Background: an optimization exercise with open tools, aiming at small area, a short achievable clock period and few clock cycles. Do not read the settings as production practice. Function was checked by simulation only, so behaviour that the tests miss may differ from the original.

==> build 39: inputs <==
==> flow/design.v <==
module matriz_determ5x5 (
	input wire [199:0] matriz_A,
	input clk,
	input start,
	output reg done,
	output reg [31:0] det
);
	wire [7:0] mat [4:0][4:0]; 
	reg [31:0] tp [4:0];
	reg [2:0] count;
	genvar i, j;
	function [31:0] det_4x4;
		input [7:0] a, b, c, d, e, f, g, h, i, j, k, l, m, n, o, p;
		begin
			det_4x4 = a * det_3x3(f, g, h, j, k, l, n, o, p) - 
						 b * det_3x3(e, g, h, i, k, l, m, o, p) + 
						 c * det_3x3(e, f, h, i, j, l, m, n, p) - 
						 d * det_3x3(e, f, g, i, j, k, m, n, o);
		end
	endfunction
	function [31:0] det_3x3;
		input [7:0] a, b, c, d, e, f, g, h, i;
		begin
			det_3x3 = a * (e * i - f * h) -
						 b * (d * i - f * g) +
						 c * (d * h - e * g);
		end
	endfunction
	generate begin
		for (i = 0; i < 5; i = i + 1) begin : asdasd
			for (j = 0; j < 5; j = j + 1) begin: aksdkaskd
				 assign mat[i][j] = matriz_A[(i * 40) + (j * 8) +: 8];
		end end end
	endgenerate
	always @(posedge clk) begin
		  if(start) begin
			  if (count < 5) begin
					tp[count] = mat[0][count] * det_4x4(
							mat[1][(count+1)%5], mat[1][(count+2)%5], mat[1][(count+3)%5], mat[1][(count+4)%5],
							mat[2][(count+1)%5], mat[2][(count+2)%5], mat[2][(count+3)%5], mat[2][(count+4)%5],
							mat[3][(count+1)%5], mat[3][(count+2)%5], mat[3][(count+3)%5], mat[3][(count+4)%5],
							mat[4][(count+1)%5], mat[4][(count+2)%5], mat[4][(count+3)%5], mat[4][(count+4)%5]
			      );
			  end else begin
					det = tp[0] + tp[1] + tp[2] + tp[3] + tp[4];
					done = 1;
			  end
			  count <= count + 1;
		  end else begin
			done = 0;
			det = 0;
			count = 0;
		  end
	end
endmodule
==> flow/run.sh <==
#!/bin/bash
# synth_recipe.tcl (not shown) runs the flow's synth.tcl, then flattens the netlist and writes it again
# the make line also repeats each setting of config.mk as NAME=value (left out here)
make -C /OpenROAD-flow-scripts/flow DESIGN_CONFIG=/design/flow/config.mk WORK_HOME=/design/flow/orfs CLKGATE_MAP_FILE= SYNTH_SCRIPT=/design/flow/synth_recipe.tcl finish
==> flow/config.mk <==
export PLATFORM = sky130hd
export DESIGN_NAME = matriz_determ5x5
export DESIGN_NICKNAME = matriz_determ5x5
export VERILOG_FILES = /design/flow/design.v
export SDC_FILE = /design/flow/constraint.sdc
export NUM_CORES = 4
export LEC_CHECK = 0
export CAP_MARGIN = 20
export CORE_MARGIN = 2
export CORE_UTILIZATION = 20
export PLACE_DENSITY = 0.3
export SLEW_MARGIN = 20
==> flow/constraint.sdc <==
create_clock -name core_clock -period 30.0 [get_ports {clk}]
set_input_delay 6.0000 -clock core_clock [delete_from_list [all_inputs] [get_ports {clk}]]
set_output_delay 6.0000 -clock core_clock [all_outputs]
set_load 0.01 [all_outputs]
==> trial 46 (differences from build 39) <==
==> flow/design.v, changed modules only <==
module matriz_determ5x5 (
	input wire [199:0] matriz_A,
	input clk,
	input start,
	output reg done,
	output reg [31:0] det
);
	reg [199:0] R;           
	reg [3:0] cnt;
	reg v1;                  
	reg signed [16:0] m01a, m01b, k34, k24, k23, k14, k13;
	reg signed [16:0] p01a, p01b;
	reg signed [26:0] q234a, q234b;
	function [7:0] e;
		input [199:0] m;
		input integer r, c;
		e = m[r*40 + c*8 +: 8];
	endfunction
	function signed [16:0] m2;
		input [7:0] a, b, c, d;    
		m2 = {9'd0, a} * {9'd0, d} - {9'd0, b} * {9'd0, c};
	endfunction
	wire signed [8:0] a21 = {1'b0, e(R, 2, 0)};
	wire signed [8:0] a22 = {1'b0, e(R, 2, 1)};
	wire signed [8:0] a23 = {1'b0, e(R, 2, 2)};
	wire signed [8:0] a24 = {1'b0, e(R, 2, 3)};
	wire [199:0] Rrot;
	genvar r, c;
	generate
		for (r = 0; r < 5; r = r + 1) begin : gr
			for (c = 0; c < 5; c = c + 1) begin : gc
				assign Rrot[r*40 + c*8 +: 8] = R[r*40 + ((c + 1) % 5)*8 +: 8];
			end
		end
	endgenerate
	wire signed [31:0] prod_a = p01a * q234a;
	wire signed [31:0] prod_b = p01b * q234b;
	always @(posedge clk) begin
		R <= (cnt == 4'd0) ? matriz_A : Rrot;
		m01a <= m2(e(R,0,0), e(R,0,1), e(R,1,0), e(R,1,1));
		m01b <= m2(e(R,0,2), e(R,0,0), e(R,1,2), e(R,1,0));
		k34  <= m2(e(R,3,3), e(R,3,4), e(R,4,3), e(R,4,4));
		k24  <= m2(e(R,3,2), e(R,3,4), e(R,4,2), e(R,4,4));
		k23  <= m2(e(R,3,2), e(R,3,3), e(R,4,2), e(R,4,3));
		k14  <= m2(e(R,3,1), e(R,3,4), e(R,4,1), e(R,4,4));
		k13  <= m2(e(R,3,1), e(R,3,3), e(R,4,1), e(R,4,3));
		p01a <= (start & v1) ? m01a : 17'sd0;
		p01b <= (start & v1) ? m01b : 17'sd0;
		q234a <= a22 * k34 - a23 * k24 + a24 * k23;
		q234b <= a21 * k34 - a23 * k14 + a24 * k13;
		if (!start) begin
			cnt <= 4'd0;
			v1 <= 1'b0;
			done <= 1'b0;
			det <= 32'd0;
		end else begin
			if (cnt != 4'd8) cnt <= cnt + 4'd1;
			v1 <= (cnt >= 4'd1) && (cnt <= 4'd5);
			done <= (cnt >= 4'd7);
			det <= det + prod_a + prod_b;
		end
	end
endmodule
==> comparison table <==
Critical path's largest stage delay: trial 46 620 ps; build 39 610 ps
Number of buffers inserted to repair setup after CTS: trial 46 0; build 39 19
Clock sink total: trial 46 445; build 39 196
Launch point of the worst hold path: trial 46 R[25]; build 39 det[1]
Met2 usage: trial 46 23.8%; build 39 43.3%
Run status: trial 46 finished clean; build 39 finished clean
Pin count of the biggest net entering global routing: trial 46 77; build 39 56
Synth Area in Adders: trial 46 57.8%; build 39 53.3%
Final Routed Wirelength: trial 46 332000 um; build 39 1100000 um
Number of antenna violations at the first check in global routing: trial 46 43; build 39 135
Worst-case register-to-register setup slack: trial 46 22230 ps; build 39 1560 ps
Depth of the worst register-to-register path: trial 46 22; build 39 108
Clk pin slew, worst setup/hold paths: trial 46 60 ps; build 39 90 ps
Core region area: trial 46 0.490 sq mm; build 39 0.748 sq mm
Final period demand of the worst path: trial 46 8000 ps; build 39 29350 ps
Top achievable clock speed: trial 46 125 MHz; build 39 34.1 MHz
Netlist cell types: trial 46 75; build 39 124
Area occupied by multi-input gates: trial 46 0.0786 sq mm; build 39 0.134 sq mm
Number of buffers created by CTS: trial 46 78; build 39 25
Effective utilization at floorplan: trial 46 20.1%; build 39 20.0%
Clock Network Area Fraction: trial 46 2.35%; build 39 0.332%
Average size of a mapped cell: trial 46 9.61 sq um; build 39 8.74 sq um
Multi-input gate share of the layout cell area: trial 46 70.7%; build 39 67.4%
Area share of xor/xnor cells in the synthesized design: trial 46 2.12%; build 39 2.84%
Count of clock-net buffers in the final layout: trial 46 103; build 39 30
Testbench counts of build 39, summed over its fixed seeds: cycles 2,688.
Testbench counts of trial 46, summed over its fixed seeds: cycles 3,456.

[separate check: timing with driven ports]
In the flow no input, the clock included, has a driving cell. The finished layouts below were timed again as built, in two steps.
Step 1 sets driving cells, clkbuf_16 on the clock port and buf_2 on the other inputs (assumed; they add their load-dependent delay and slew).
Step 2, shift: input delay + t, output delay - t, t = (earliest + latest rising clock arrival at the registers) / 2. This alone moves slack from input paths to output paths.
Three values: ideal, step 1, step 2; two values: the first two.
run	t (ns)	setup slack, ns	latest minus earliest clock arrival (ns)	worst register clock-pin slew, ns	worst slew at a driven data input, ns
build 39	0.543	0.655 / 0.632 / 0.089	0.032 / 0.032	0.09 / 0.09	0.12
trial 46	0.895	21.996 / 21.897 / 22.232	0.077 / 0.078	0.08 / 0.08	0.10
After both steps every run listed still meets setup and hold. The setup slack of build 39, which loses most, moves by -0.023 ns with the drivers and by -0.566 ns with both steps.
